This is an optimization exercise on Yosys and OpenROAD, whose aim is small area, not a production implementation. Only simulation tests tie the RTL to the original design; equivalence was not proved. The clock port is modelled as an ideal driver; clocking choices that lean on that would not hold on a real chip. No activity file was given, so power comes from the tool's default toggle rates.

===== design/flow/flow/run.sh =====
#!/bin/bash
# Standard ORFS layout with: the standard synthesis re-mapped for area (flip-flops
# untouched, equivalence proven, else the standard netlist is kept), the smallest
# buffer on each port, a clock tree of small clock buffers without dummy loads
# (leaves upsized where the clock slew is high), and cells with spare slack
# downsized after placement.
set -euo pipefail
W=$PWD
R=$W/orfs/results/$FLOW_PLATFORM/iic_if/base
YOSYS=$FLOW_HOME/../tools/install/yosys/bin/yosys
[[ -x $YOSYS ]] || YOSYS=yosys
export BUFFER_PORTS_ARGS="-buffer_cell sky130_fd_sc_hd__buf_1"
export CTS_ARGS="-sink_clustering_enable -repair_clock_nets -dont_use_dummy_load -buf_list sky130_fd_sc_hd__clkbuf_4 -sink_clustering_size 20"
export POST_CTS_TCL="$W/flow/post_cts.tcl"
export POST_RESIZE_TCL="$W/flow/post_resize.tcl"

bash standard.sh synth > synth.log 2>&1

export REMAP_LIB=$FLOW_HOME/platforms/$FLOW_PLATFORM/lib/sky130_fd_sc_hd__tt_025C_1v80.lib
export REMAP_DONT_USE=$W/flow/dont_use.txt
export REMAP_TOP=$FLOW_TOP
export REMAP_IN=$W/std_synth.v
cp $R/1_2_yosys.v $REMAP_IN
export REMAP_GOLD=$REMAP_IN
# try several ABC scripts in parallel; keep the smallest netlist proven equivalent
# to the standard one; then a second round starting from that netlist
ls $W/flow/remap*.abc | xargs -P ${NUM_CORES:-4} -I{} bash $W/flow/remap_one.sh {} $W $YOSYS > remap_results.txt
best=$(grep -v '^failed' remap_results.txt | sort -g | head -1 | awk '{print $2}' || true)
if [[ -n $best ]]; then
  mkdir -p $W/round2
  cp $best $W/round2/start.v
  export REMAP_IN=$W/round2/start.v
  ls $W/flow/remap*.abc | xargs -P ${NUM_CORES:-4} -I{} bash $W/flow/remap_one.sh {} $W/round2 $YOSYS $W > remap_results2.txt
  cat remap_results2.txt >> remap_results.txt
fi
cat remap_results.txt >> remap.log
best=$(grep -v '^failed' remap_results.txt | sort -g | head -1 | awk '{print $2}' || true)
best_area=$(grep -v '^failed' remap_results.txt | sort -g | head -1 | awk '{print $1}' || true)
if [[ -n $best ]]; then
  echo "remap: using $best ($best_area)" | tee -a remap.log
  cp $best $R/1_2_yosys.v
  rm -f $R/1_synth.odb $R/1_synth.sdc
  bash standard.sh synth > synth2.log 2>&1
else
  echo "remap: keeping the standard netlist" | tee -a remap.log
fi

bash standard.sh > standard.log 2>&1

===== design/flow/flow/dont_use.txt =====
sky130_fd_sc_hd__lpflow_bleeder_1
sky130_fd_sc_hd__lpflow_clkbufkapwr_1
sky130_fd_sc_hd__lpflow_clkbufkapwr_16
sky130_fd_sc_hd__lpflow_clkbufkapwr_2
sky130_fd_sc_hd__lpflow_clkbufkapwr_4
sky130_fd_sc_hd__lpflow_clkbufkapwr_8
sky130_fd_sc_hd__lpflow_clkinvkapwr_1
sky130_fd_sc_hd__lpflow_clkinvkapwr_16
sky130_fd_sc_hd__lpflow_clkinvkapwr_2
sky130_fd_sc_hd__lpflow_clkinvkapwr_4
sky130_fd_sc_hd__lpflow_clkinvkapwr_8
sky130_fd_sc_hd__lpflow_decapkapwr_12
sky130_fd_sc_hd__lpflow_decapkapwr_3
sky130_fd_sc_hd__lpflow_decapkapwr_4
sky130_fd_sc_hd__lpflow_decapkapwr_6
sky130_fd_sc_hd__lpflow_decapkapwr_8
sky130_fd_sc_hd__lpflow_inputiso0n_1
sky130_fd_sc_hd__lpflow_inputiso0p_1
sky130_fd_sc_hd__lpflow_inputiso1n_1
sky130_fd_sc_hd__lpflow_inputiso1p_1
sky130_fd_sc_hd__lpflow_inputisolatch_1
sky130_fd_sc_hd__lpflow_isobufsrc_1
sky130_fd_sc_hd__lpflow_isobufsrc_16
sky130_fd_sc_hd__lpflow_isobufsrc_2
sky130_fd_sc_hd__lpflow_isobufsrc_4
sky130_fd_sc_hd__lpflow_isobufsrc_8
sky130_fd_sc_hd__lpflow_isobufsrckapwr_16
sky130_fd_sc_hd__lpflow_lsbuf_lh_hl_isowell_tap_1
sky130_fd_sc_hd__lpflow_lsbuf_lh_hl_isowell_tap_2
sky130_fd_sc_hd__lpflow_lsbuf_lh_hl_isowell_tap_4
sky130_fd_sc_hd__lpflow_lsbuf_lh_isowell_4
sky130_fd_sc_hd__lpflow_lsbuf_lh_isowell_tap_1
sky130_fd_sc_hd__lpflow_lsbuf_lh_isowell_tap_2
sky130_fd_sc_hd__lpflow_lsbuf_lh_isowell_tap_4
sky130_fd_sc_hd__probe_p_8
sky130_fd_sc_hd__probec_p_8

===== design/flow/flow/eqv.tcl =====
# Prove the re-mapped netlist equivalent to the standard one (registers paired by name).
set lib $::env(REMAP_LIB)
yosys read_liberty -ignore_miss_func $lib
yosys read_verilog $::env(REMAP_GOLD)
yosys rename $::env(REMAP_TOP) gold
yosys read_verilog $::env(REMAP_OUT)
yosys rename $::env(REMAP_TOP) gate
yosys flatten gold gate
# pair only ports and registers: hide the netlists' auto-generated names
yosys rename -hide gold/w:_* gate/w:_* gold/c:_* gate/c:_*
yosys async2sync
yosys opt_clean
yosys equiv_make gold gate equiv
yosys equiv_simple -seq 2
yosys equiv_induct
yosys equiv_status -assert

===== design/flow/flow/post_cts.tcl =====
# Upsize any leaf clock buffer whose flip-flop clock pins see a slow slew.
estimate_parasitics -placement
set changed 0
foreach inst [get_cells clkbuf_*] {
  if {[get_property $inst ref_name] ne "sky130_fd_sc_hd__clkbuf_4"} { continue }
  set worst 0
  foreach opin [get_pins -of_objects $inst -filter "direction == output"] {
    foreach p [get_pins -of_objects [get_nets -of_objects $opin] -filter "direction == input"] {
      set s [get_property $p slew_max]
      if {$s > $worst} { set worst $s }
    }
  }
  if {$worst > 0.100} {
    puts "post_cts: [get_name $inst] worst sink slew $worst, upsizing"
    replace_cell $inst sky130_fd_sc_hd__clkbuf_8
    incr changed
  }
}
puts "post_cts: upsized $changed clock buffers"
if {$changed > 0} {
  estimate_parasitics -placement
  detailed_placement
  check_placement -verbose
}

===== design/flow/flow/post_resize.tcl =====
# Downsize cells that have timing slack to spare (run after the placement resize step).
repair_timing -recover_power 100 -verbose

===== design/flow/flow/remap.tcl =====
# Re-map the combinational logic of the standard synthesis netlist for area.
# Flip-flop instances (names and cell types) are kept as they are.
set lib $::env(REMAP_LIB)
set dont_use {}
set f [open $::env(REMAP_DONT_USE)]
foreach c [split [read $f] "\n"] { if {$c ne ""} { lappend dont_use -dont_use $c } }
close $f
yosys read_liberty -overwrite -setattr liberty_cell -ignore_miss_func $lib
yosys read_verilog -overwrite $::env(REMAP_IN)
yosys hierarchy -top $::env(REMAP_TOP)
# sequential cells and tie cells stay as instances
foreach m [yosys tee -q -s result.string ls] {}
foreach c {dfrtp dfstp dfxtp edfxtp dfrbp dfbbp dfbbn dfsbp edfxbp dfrtn dfxbp sdfrtp sdfstp sdfxtp dlxtp dlxtn dlrtp conb} {
  foreach d {1 2 4} {
    catch { yosys setattr -mod -set keep_hierarchy 1 sky130_fd_sc_hd__${c}_$d }
  }
}
yosys flatten
yosys opt -purge
yosys abc -liberty $lib -script $::env(REMAP_ABC) {*}$dont_use
yosys opt_clean -purge
yosys stat -liberty $lib
yosys select -module $::env(REMAP_TOP)
yosys write_verilog -noattr -selected $::env(REMAP_OUT)

===== design/flow/flow/remap1.abc =====
strash
ifraig
dc2
dch -f
amap
topo

===== design/flow/flow/remap2.abc =====
strash
dc2
dch -f
amap
topo

===== design/flow/flow/remap3.abc =====
strash
dch -f
amap
topo

===== design/flow/flow/remap4.abc =====
strash
ifraig
resub -K 8
dc2
dch -f
amap
topo

===== design/flow/flow/remap5.abc =====
strash
dc2
dch -f
amap
strash
dc2
dch -f
amap
topo

===== design/flow/flow/remap6.abc =====
strash
ifraig
drw
drf
dc2
dch -f
amap
topo

===== design/flow/flow/remap7.abc =====
strash
dc2
dch -f
amap -m
topo

===== design/flow/flow/remap8.abc =====
strash
dc2
irw
dch -f
amap
topo

===== design/flow/flow/remap_one.sh =====
#!/bin/bash
# re-map with one ABC script and prove the result equivalent to the standard
# netlist; prints "area file" on success
abc=$1; O=$2; YOSYS=$3; W=${4:-$2}
n=$(basename $abc .abc)
export REMAP_ABC=$abc REMAP_OUT=$O/$n.v
if $YOSYS -c $W/flow/remap.tcl > $O/$n.log 2>&1 && $YOSYS -c $W/flow/eqv.tcl > $O/${n}_eqv.log 2>&1; then
  echo "$(grep 'Chip area for top module' $O/$n.log | tail -1 | awk '{print $NF}') $REMAP_OUT"
else
  echo "failed $REMAP_OUT"
fi

===== design/flow/flow/remapb.abc =====
strash
ifraig
dc2
dch -f
amap -m
topo

===== design/flow/flow/remapd1.abc =====
strash
&get -n
&deepsyn -T 30 -S 1
&put
dch -f
amap
topo

===== design/flow/flow/remapd2.abc =====
strash
&get -n
&deepsyn -T 30 -S 2
&put
dch -f
amap
topo

===== design/flow/flow/remapd3.abc =====
strash
&get -n
&deepsyn -T 30 -S 3
&put
dch -f
amap
topo

===== design/flow/flow/remapd4.abc =====
strash
&get -n
&deepsyn -T 30 -S 4
&put
dch -f
amap
topo

===== design/flow/flow/remapd5.abc =====
strash
&get -n
&deepsyn -T 30 -S 5
&put
dch -f
amap
topo

===== design/flow/flow/remapd6.abc =====
strash
&get -n
&deepsyn -T 30 -S 6
&put
dch -f
amap
topo

===== design/flow/flow/remapd7.abc =====
strash
&get -n
&deepsyn -T 30 -S 7
&put
dch -f
amap
topo

===== design/flow/flow/remapd8.abc =====
strash
&get -n
&deepsyn -T 30 -S 8
&put
dch -f
amap
topo

===== design/flow/flow/remape1.abc =====
strash
&get -n
&deepsyn -T 30 -S 1
&put
dch
amap
topo

===== design/flow/flow/remape2.abc =====
strash
&get -n
&deepsyn -T 30 -S 2
&put
dch
amap
topo

===== design/flow/flow/remape3.abc =====
strash
&get -n
&deepsyn -T 30 -S 3
&put
dch
amap
topo

===== design/flow/flow/remape4.abc =====
strash
&get -n
&deepsyn -T 30 -S 4
&put
dch
amap
topo

===== design/flow/standard.sh =====
#!/bin/bash
# synth_recipe.tcl (not shown) runs the flow's synth.tcl, then flattens the netlist and writes it again
# the make line also repeats each setting of config.mk as NAME=value (left out here)
make -C /OpenROAD-flow-scripts/flow DESIGN_CONFIG=/design/flow/config.mk WORK_HOME=/design/flow/orfs CLKGATE_MAP_FILE= SYNTH_SCRIPT=/design/flow/synth_recipe.tcl "${@:-finish}"

===== design/flow/config.mk =====
export PLATFORM = sky130hd
export DESIGN_NAME = iic_if
export DESIGN_NICKNAME = iic_if
export VERILOG_FILES = /design/flow/design.v
export SDC_FILE = /design/flow/constraint.sdc
export NUM_CORES = 4
export LEC_CHECK = 0
export ABC_AREA = 1
export CAP_MARGIN = 20
export CORE_MARGIN = 2
export CORE_UTILIZATION = 65
export PLACE_DENSITY = 0.75
export SLEW_MARGIN = 20

===== design/flow/constraint.sdc =====
create_clock -name core_clock -period 5.0 [get_ports {MCK}]
set_input_delay 1.0000 -clock core_clock [delete_from_list [all_inputs] [get_ports {MCK}]]
set_output_delay 1.0000 -clock core_clock [all_outputs]
set_load 0.01 [all_outputs]

===== design/flow/design.v =====
module		iic_if
(
	input			RSTN,
	input			MCK,
	input			iSCL,
	input			iSDA,
	output			SDO,				 
	input	[ 6:0]	SLAVE,				 
	input	[ 3:0]	SDO_MARGIN,			 
	output	reg		SLAVE_EN,
	input	[31:0]	MDO,
	output	[15:0]	MAD,
	output	[31:0]	MDI,
	output	[31:0]	MBE,
	output			MWE,
	output			MRE
);
	reg				SCL;
	reg				SDA;
	always @(posedge MCK) begin
		SCL <= iSCL;
		SDA <= iSDA;
	end
	reg				SCL_Q;
	always @(posedge MCK or negedge RSTN) begin
		if(!RSTN)			SCL_Q <= 1'd1;
		else				SCL_Q <= SCL;
	end
	reg				SDA_Q;
	always @(posedge MCK) begin
		SDA_Q <= SDA;
	end
	wire			SCL_RE = SCL & ~SCL_Q;
	wire			SCL_FE = ~SCL & SCL_Q;
	wire			SDA_RE = SDA & ~SDA_Q;
	wire			SDA_FE = ~SDA & SDA_Q;
	reg				SP_T1;
	always @(posedge MCK or negedge RSTN) begin
		if(!RSTN)		SP_T1 <= 1'd0;
		else if(SDA_FE)	SP_T1 <= SCL;
	end
	reg				SP_T2;
	always @(posedge MCK or negedge RSTN) begin
		if(!RSTN)		SP_T2 <= 1'd0;
		else if(SCL_RE)	SP_T2 <= SP_T1;
	end
	wire			SP = SP_T1 & ~SP_T2;
	reg				EP;
	always @(posedge MCK or negedge RSTN) begin
		if(!RSTN)		EP <= 1'd1;
		else if(SDA_RE)	EP <= SCL;
	end
	wire			SDA_EN = ~EP | SP_T1;
	reg		[ 3:0]	SDA_CNT;
	wire			SDA_CNT_RS = SDA_CNT == 4'h8;
	wire			SDA_CNTE = SDA_CNT == 4'd7;
	always @(posedge MCK or negedge RSTN) begin
		if(!RSTN)			SDA_CNT <= 4'h0;
		else if(SCL_RE) begin
			if(SP | ~SDA_EN | SDA_CNT_RS)	SDA_CNT <= 4'h0;
			else							SDA_CNT <= SDA_CNT + 4'h1;
		end
	end
	reg		[ 2:0]	DCNT;
	always @(posedge MCK or negedge RSTN) begin
		if(!RSTN)			DCNT <= 3'd0;
		else if(SCL_RE) begin
			if(SP)			DCNT <= 3'd0;
			else if(SDA_CNT_RS & (~&DCNT))	DCNT <= DCNT + 3'd1;
		end
	end
	reg		[ 2:0]	RCNT;
	reg				RCNT_SCL;
	always @(posedge MCK) begin
		if(SCL_RE | SDA_RE)	RCNT <= 3'd0;
		else if(~&RCNT)		RCNT <= RCNT + 3'd1;
		if(SCL_RE)			RCNT_SCL <= 1'd1;
		else if(SDA_RE)		RCNT_SCL <= 1'd0;
	end
	wire			RCNT5 = RCNT == 3'd5;
	wire			ACT = SDA_CNT_RS & RCNT_SCL & RCNT5;
	reg		[ 7:0]	SDA_SFT;
	always @(posedge MCK or negedge RSTN) begin
		if(!RSTN)			SDA_SFT <= 8'hFF;
		else if(SCL_RE & ~SDA_CNTE)	SDA_SFT <= {SDA_SFT[6:0], SDA};
	end
	wire			ID_OK_T = SDA_SFT[7:1] == SLAVE;
	reg				ID_OK_T2;
	wire			SDA_SFT1_CT = SDA_CNTE & (DCNT == 3'd0);
	always @(posedge MCK or negedge RSTN) begin
		if(!RSTN)			ID_OK_T2 <= 1'd0;
		else if(SCL_RE) begin
			if(SDA_SFT1_CT)	ID_OK_T2 <= ID_OK_T;
			else if(SP)		ID_OK_T2 <= 1'd0;
		end
	end
	wire			ID_OK = ID_OK_T2 | (SDA_SFT1_CT & ID_OK_T);
	reg				RW;
	always @(posedge MCK or negedge RSTN) begin
		if(!RSTN)			RW <= 1'd0;
		else if(SCL_RE) begin
			if(SDA_SFT1_CT)	RW <= SDA_SFT[0];
			else if(RW & SDA_CNTE & SDA)	RW <= 1'd0;
		end
	end
	reg				RW_1D;				 
	always @(posedge MCK) begin
		if(SCL_RE)			RW_1D <= RW;
	end
	reg		[ 7:0]	ADH;
	wire			ADH_CT = SDA_CNTE & ((DCNT == 3'd1) | ((DCNT == 3'd2) & (SP | ~SDA_EN)));
	always @(posedge MCK) begin
		if(SCL_RE & ADH_CT)	ADH <= SDA_SFT;
	end
	wire			ADE = ACT & (DCNT == 3'd2) & ID_OK_T2 & ~RW_1D;
	reg		[15:0]	MAD16;
	always @(posedge MCK or negedge RSTN) begin
		if(!RSTN)			MAD16 <= 16'd0;
		else if(ADE)		MAD16 <= {ADH, SDA_SFT};
	end
	reg		[31:0]	SDA_SFT3;
	wire			SDA_SFT3_CT = SDA_CNTE & (DCNT >= 3'd3) & (~RW);
	always @(posedge MCK or negedge RSTN) begin
		if(!RSTN)			SDA_SFT3 <= 32'd0;
		else if(SCL_RE) begin
			if(~SDA_EN)		SDA_SFT3 <= 32'hFFFFFFFF;
			else if(SDA_SFT3_CT)	SDA_SFT3 <= {SDA_SFT, SDA_SFT3[31:8]};
		end
	end
	wire			WEN = (DCNT == 3'd6) & SDA_CNT_RS & ~RW_1D & ID_OK_T2;
	reg				WARM;
	wire			MWE_T = WARM & ~WEN & EP & RCNT5;
	always @(posedge MCK or negedge RSTN) begin
		if(!RSTN)			WARM <= 1'd0;
		else if(WEN)		WARM <= 1'd1;
		else if(MWE_T)		WARM <= 1'd0;
	end
	wire			MRE_T = ACT & (DCNT != 3'd0) & RW_1D & ID_OK_T2;
	assign			MRE   = ACT & (DCNT == 3'd0) & RW & ID_OK_T2;
	assign			MAD = 	MAD16;
	assign			MDI = 	{32{~RW}} & SDA_SFT3;
	assign			MBE = 	{32{MWE_T}};
	assign			MWE = 	MWE_T;
	reg		[31:0]	MDO32;
	always @(posedge MCK or negedge RSTN) begin
		if(!RSTN)			MDO32 <= 32'd0;
		else if(MRE)		MDO32 <= MDO;
		else if(MRE_T)		MDO32 <= {8'd0,MDO32[31:8]};
	end
	reg				MDO_OK;
	always @(posedge MCK or negedge RSTN) begin
		if(!RSTN)			MDO_OK <= 1'd0;
		else if(MRE)		MDO_OK <= 1'd1;
	end
	wire			REN_T = RW & (~SDA_CNTE);
	wire			REN = ID_OK & REN_T;
	reg		[ 3:0]	SBIT;
	always @(posedge MCK or negedge RSTN) begin
		if(!RSTN)			SBIT <= 4'd8;
		else if(SCL_FE) begin
			if(SDA_CNT_RS)	SBIT <= 4'd0;
			else if(REN & ~SBIT[3])	SBIT <= SBIT + 4'd1;
		end
	end
	wire			SDO_T = SBIT[3] | MDO32[~SBIT[2:0]];
	wire			ACK_T1 = (~RW) & SDA_EN & SDA_CNTE;
	reg				ACK;
	always @(posedge MCK or negedge RSTN) begin
		if(!RSTN)			ACK <= 1'd0;
		else if(SCL_FE)		ACK <= ACK_T1 & ID_OK;
	end
	reg				REN_NT;
	always @(posedge MCK or negedge RSTN) begin
		if(!RSTN)			REN_NT <= 1'd0;
		else if(SCL_FE)		REN_NT <= REN;
	end
	wire			REN_N = REN_NT & ~EP;
	wire			SDO_T2 = REN_N ? SDO_T : ~ACK;
	reg				SDO_V;
	reg		[ 4:0]	SDO_P;				 
	wire			SDO_PE = SDO_P == 5'b11101;
	always @(posedge MCK or negedge RSTN) begin
		if(!RSTN) begin
			SDO_V <= 1'd1;
			SDO_P <= 5'b11101;
		end
		else begin
			SDO_V <= SDO_T2;
			if(SDO_T2 ^ SDO_V)	SDO_P <= {1'b0, SDO_MARGIN};
			else if(~SDO_PE)	SDO_P <= SDO_P - 5'd1;
		end
	end
	assign			SDO = SDO_V ^ ~SDO_PE;
	always @(posedge MCK or negedge RSTN) begin
		if(!RSTN)			SLAVE_EN <= 1'd0;
		else if(SCL_FE)		SLAVE_EN <= (REN_T|ACK_T1)&(~ID_OK);
	end
endmodule

==> out/metrics.yaml, run 1 <==
setup_path:
  worstSetupEndpointType: "output pin"
  timing_worst_setup_path_type: "flip-flop to output pin"
  critPathLaunchType: "flip-flop"
  cp.arrival_ps: 2850
  crit_path_start: "RW"
  reg2reg_depth: 13
  r2r_slack_ps: 1680
  endpoint: "MRE"
  reg2reg_from: "SDA_CNT[0]"
  critPathMaxFanout: 35
  r2r_end: "SBIT[3]"
  cp_data_required_time_ps: 4000
detailed_routing:
  drc: 0
  postRouteAntennaNets: 0
  vias_per_cell: 5.74
  vias: 4107
  drt-initial-drc-count: 270
  drt_wl_total_um: 11000
  wl_per_cell_um: 15.3
  drtPass1Iterations: 5
global_route:
  grt_pass1_wl_um: 18200
  grt.overflow.total: 0
  grt_pass1_vias: 3824
  grt_max_degree: 44
  grt_antenna_before_repair: 0
  grt_util_all_layers_pct: 27.0
finish:
  syn2layout_area_growth_pct: 16.6
  drive_gt1_share_pct: 6.36
  antenna-diode-count: 0
  design_area_um2: 6070
  fillCellCount: 528
  nets: 662
placed_design:
  port_buffers: 130
  place.gp.congestion: 0.849
  dpl.hpwl_um: 7670
  placed_cell_area_um2: 5880
job:
  cap_violations: 0
yosys:
  syn_area_um2: 5210
  yosysWarningCount: 1
  synth_cells: 456
  syn-num-nets: 503
  synth_area_per_cell_um2: 11.4
timing:
  grt_setup_unrepaired: "no"
  fin_skew_ps: 25.0
  report.final.slew_viol_count: 0
  fmax_mhz: 260
  fin_crit_sh_pct: 77.0
  worstMarginPinSlew_ps: 1090
  setup_viol: 0
  min_period_ps: 3850
  hold_viol: 0
  tns_ps: 0
  max-slew-margin-rel_pct: 27.1
power_and_ir_drop:
  powerDensity_nw_per_um2: 395
  power_leakage_uw: 0.00242
  ir_drop_uv: 256
clocking:
  cts_tree: "done"
  cts.sinks: 131
  worstSkewPairLatency_ps: 400
  clkTransAtPathRegs_ps: 90
min_path:
  hold_class: "flip-flop to flip-flop"
floorplan:
  rows: 32
  die_area_um2: 8740
  die_y_um: 93.5
  start_util_pct: 67.4
  core-area_um2: 7730
  dieWidth_um: 93.5
  pin_count: 131
status:
  status: "timing/DRC/antenna clean"
## sequential cells by signal, summed over array words and instances (netlist names), 3 cells and up
name and count:
DCNT 3, ADH 8, MDO32 32, RCNT 3, SDA_CNT 4, SBIT 4
SDA_SFT 8, MAD16 16, SDO_P 5, SDA_SFT3 32
## how the worst min path moves through the flow
stage          slack, ps  endpoint  depth (start not counted)  from
2_1_floorplan        320     SCL_Q                          0   SCL
3_3_place_gp         340     SCL_Q                          0   SCL
3_5_place_dp         340     SCL_Q                          0   SCL
5_1_grt              350     SCL_Q                          0   SCL
6_report             340     SCL_Q                          0   SCL
## metal layers
metal	part of all wire [%]	global-route usage (%)
met1	43	38.0
met2	50	42.2
met3	6.0	5.24
met4	1.1	10.4
met5	0	0
## where the power goes
part	switching, µW	leakage, µW	internal, µW
combinational	290	0.000782	233
sequential	135	0.00155	1250
clock	306	0.0000886	192
## placed cells by master, fill, tap and decap left out, types with 3 or more instances in the layout
| master | n |
|---|---|
| o22a_1 | 40 |
| buf_1 | 129 |
| nand2_1 | 31 |
| edfxtp_1 | 9 |
| a222oi_1 | 24 |
| dfstp_1 | 8 |
| a21oi_1 | 13 |
| dfstp_2 | 8 |
| clkinv_1 | 58 |
| clkbuf_2 | 3 |
| o21ai_0 | 27 |
| nor2b_1 | 32 |
| dfxtp_1 | 7 |
| clkbuf_4 | 13 |
| nor4_1 | 3 |
| a211oi_1 | 4 |
| a22o_1 | 9 |
| o22ai_1 | 8 |
| dfrtp_1 | 99 |
| a21boi_0 | 3 |
| nor2_1 | 39 |
| nor3_1 | 8 |
| clkbuf_8 | 4 |
## metrics by stage
step	utilization, %	worst slack, ps	hold slack [ps]	power, µW	cells
6_report	78.6	1150	342	2400	715
5_1_grt	78.6	989	345	2540	715
3_5_place_dp	76.0	1020	342	1930	696
3_3_place_gp	76.4	1740	342	1900	696
2_1_floorplan	-	531	325	1720	456
## worst max-delay path: stages (launching register included)
cell and delay, ps:
dfrtp_1 1070, clkinv_1 360, nor3_2 250, clkbuf_2 550, buf_1 210
## cell type report
cell class / count / area [µm²] / area share (%)
well taps: 102 / 128 / 2.10
multi-input cells: 267 / 1700 / 28.0
inverters: 58 / 218 / 3.58
clock buffers: 17 / 153 / 2.51
repair buffers: 140 / 567 / 9.33
flip-flops and latches: 131 / 3310 / 54.5
==> run 2: changes to the inputs <==
--- a/design/flow/design.v
+++ b/design/flow/design.v
@@ -18,6 +18,10 @@
 	reg				SCL;
+	always @(posedge MCK or negedge RSTN) begin
+		if(!RSTN)			SCL <= 1'd1;
+		else				SCL <= iSCL;
+	end
 	reg				SDA;
-	always @(posedge MCK) begin
-		SCL <= iSCL;
-		SDA <= iSDA;
+	always @(posedge MCK or negedge RSTN) begin
+		if(!RSTN)			SDA <= 1'd0;
+		else				SDA <= iSDA;
 	end
@@ -29,4 +33,5 @@
 	reg				SDA_Q;
-	always @(posedge MCK) begin
-		SDA_Q <= SDA;
+	always @(posedge MCK or negedge RSTN) begin
+		if(!RSTN)			SDA_Q <= 1'd0;
+		else				SDA_Q <= SDA;
 	end
@@ -105,5 +110,6 @@
 	end
-	reg				RW_1D;				 
-	always @(posedge MCK) begin
-		if(SCL_RE)			RW_1D <= RW;
+	reg				RW_1D;
+	always @(posedge MCK or negedge RSTN) begin
+		if(!RSTN)			RW_1D <= 1'd0;
+		else if(SCL_RE)		RW_1D <= RW;
 	end
==> out/metrics.yaml, run 2 <==
setup_path:
  reg2reg_depth: 7  # -6
  critPathLaunchType: "flip-flop"
  cp_data_required_time_ps: 4000  # about the same
  r2r_end: "MAD16[13]"
  cp.arrival_ps: 2720  # -130 ps
  reg2reg_from: "SDA_CNT[1]"
  timing_worst_setup_path_type: "flip-flop to output pin"
  critPathMaxFanout: 33  # -5.7%
  worstSetupEndpointType: "output pin"
  crit_path_start: "SDA_CNT[1]"
  r2r_slack_ps: 1630  # -50 ps
yosys:
  syn-num-nets: 498  # -0.99%
  syn_area_um2: 5250  # +0.72%
  synth_cells: 451  # -1.1%
  synth_area_per_cell_um2: 11.6  # +1.8%
  yosysWarningCount: 1  # unchanged
detailed_routing:
  postRouteAntennaNets: 0  # unchanged
  drt_wl_total_um: 11200  # +2.2%
  vias: 4116  # +0.22%
  dr_wl_met2_um: 5670  # +4.3%
  drc: 0  # unchanged
  highest_layer: "met4"
  vias_per_cell: 5.81  # +1.2%
  drtPass1Iterations: 5  # unchanged
  drt-initial-drc-count: 273  # +1.1%
  drt-met1-wl_um: 4810  # +1.3%
  wl_per_cell_um: 15.8  # +3.2%
  met3_length_um: 634  # -3.1%
status:
  status: "timing/DRC/antenna clean"
timing:
  grt_setup_unrepaired: "no"
  fin_crit_sh_pct: 74.4  # -2.5 points
  fin_ws_ps: 1280  # +127 ps
  worstMarginPinSlew_ps: 833  # -260 ps
  fin_skew_ps: 30.7  # +5.69 ps
  min_period_ps: 3720  # -127 ps
  fmax_mhz: 269  # +3.4%
  report.final.slew_viol_count: 0  # unchanged
  tns_ps: 0  # unchanged
  hold_viol: 0  # unchanged
  setup_viol: 0  # unchanged
  max-slew-margin-rel_pct: 44.5  # +17 points
power_and_ir_drop:
  sw_frac_of_total_pct: 30.6  # +0.14 points
  power_frac_comb_pct: 21.3  # -0.4 points
  power_leakage_uw: 0.00239  # -1.5%
  ir_drop_uv: 236  # -8.0%
  power_frac_seq_pct: 58.0  # +0.5 points
  clock_power_share_pct: 20.7  # about the same
  powerDensity_nw_per_um2: 400  # +1.0%
  p_int_uw: 1690  # +1.2%
  power_switching_uw: 745  # +1.9%
placed_design:
  dpl.hpwl_um: 7790  # +1.5%
  dpl_worst_slack_ps: 961  # -62.9 ps
  place.gp.congestion: 0.825  # -2.8%
  port_buffers: 130  # unchanged
finish:
  final_common_cell: "buf_1"
  drive_gt1_share_pct: 6.11  # -0.26 points
  final_cell_mix: "buf_1, dfrtp_1, clkinv_1"
  syn2layout_area_growth_pct: 16.2
  area.sequential_um2: 3320  # +0.38%
  reg.largest.list: "MDO32 x32, SDA_SFT3 x32, MAD16 x16"
  multi_input_area_um2: 1720  # +1.1%
  nets: 655  # -1.1%
  fillCellCount: 522  # -1.1%
  antenna-diode-count: 0  # unchanged
floorplan:
  rows: 32  # unchanged
  core-area_um2: 7770  # +0.52%
  pin_count: 131  # unchanged
  dieWidth_um: 93.8  # +0.35%
  die_y_um: 93.8  # +0.35%
  die_area_um2: 8800  # +0.70%
  start_util_pct: 67.5  # +0.14 points
global_route:
  grt_pass1_wl_um: 18100  # -0.49%
  grt_util_all_layers_pct: 26.4  # -0.56 points
  grt_pass1_vias: 3905  # +2.1%
  grt.overflow.total: 0  # unchanged
  grt_max_degree: 50  # +14%
  grt_antenna_before_repair: 0  # unchanged
clocking:
  clkTransAtPathRegs_ps: 60  # -30 ps
  cts.sinks: 131  # unchanged
  worstSkewPairLatency_ps: 400  # about the same
  cts_tree: "done"
job:
  cap_violations: 0  # unchanged
min_path:
  worstHoldStart: "SDA"
  min_path_cells: 0  # unchanged
  holdPathEnd: "SDA_Q"
  hold_class: "flip-flop to flip-flop"
-- run 2: changes by cell type in the layout (fill, tap and decap cells not counted), sizes merged, moves of 3 or more --
cell    before  now
dfxtp        7    4
dfrtp       99  102
o21ai       27   13
nor2        39   46
a21boi       3    0
nand2       31   16
o22ai        8    5
nor3        10   13
a22oi        0    3
o22a        40   44
a22o         9   18
-- run 2: worst max path at each step --
stage,endpoint,slack [ps],cells past startpoint
finish,MRE,1280,6
floorplan,MBE[0],630,4
global placement,SBIT[2],1820,12
detailed placement,SDA_SFT3[16],960,5
global route,MRE,1120,6
-- run 2: layer usage --
layer	vias to the layer above	GRT usage, %
li1	1978	-
met2	134	44.2
met5	-	0
met1	1992	35.5
met3	12	5.78
met4	0	7.13
-- run 2: worst max-delay path: stages, from the launching register on --
cell and delay, ps:
dfrtp_1 410, nor4_1 500, nand2_1 160, or3_1 390, nor3_2 130, clkbuf_2 540
buf_1 210
-- run 2: cell type report --
| type | count | share of cell area, % |
|---|---|---|
| repair buffers | 138 | 8.95 |
| well taps | 102 | 2.09 |
| multi-input cells | 260 | 28.2 |
| flip-flops and latches | 131 | 54.5 |
| clock buffers | 17 | 2.61 |
| inverters | 60 | 3.69 |
-- run 2: power by group through the flow --
stage	sequential [µW]	clock (µW)	combinational, µW
floorplan	1390	0	360
global route	1440	559	580
global placement	1430	0	503
detailed placement	1430	0	525
finish	1410	505	519
-- run 2: per-stage QoR --
stage	utilization, %	area (µm²)	power (µW)	hold slack [ps]	instances
after global placement	76.4	5940	1930	369	690
after floorplan	-	5250	1750	361	451
final	78.5	6100	2440	384	708
after detailed placement	76.1	5910	1960	372	690
after global routing	78.5	6100	2580	400	708

[separate check: timing with driven ports]
The flow's constraints put no driver on any port. The routed layouts listed below were extracted and timed again, unchanged, in two steps. Step 1 assumes that a clkbuf_16 drives the clock port and a buf_2 every other input. Step 2 adds t to the input delays and takes it off the output delays; t is the mean of the earliest and latest rising clock arrival at the registers after step 1. Input paths then give back, and output paths get back, about the clock's delay inside the block. a / b / c = ideal ports / drivers / drivers and shift; a / b = the first two.
run	t (ns)	slack for setup (ns)	worst setup path at the end	worst slew at a driven data input, ns	cell pins on the clock port's net
run 1	0.420	1.152 / 1.118 / 1.538	register to output	0.05	1
run 2	0.416	1.279 / 1.248 / 1.625	register to register	0.04	1
After both steps every run listed still meets setup and hold.
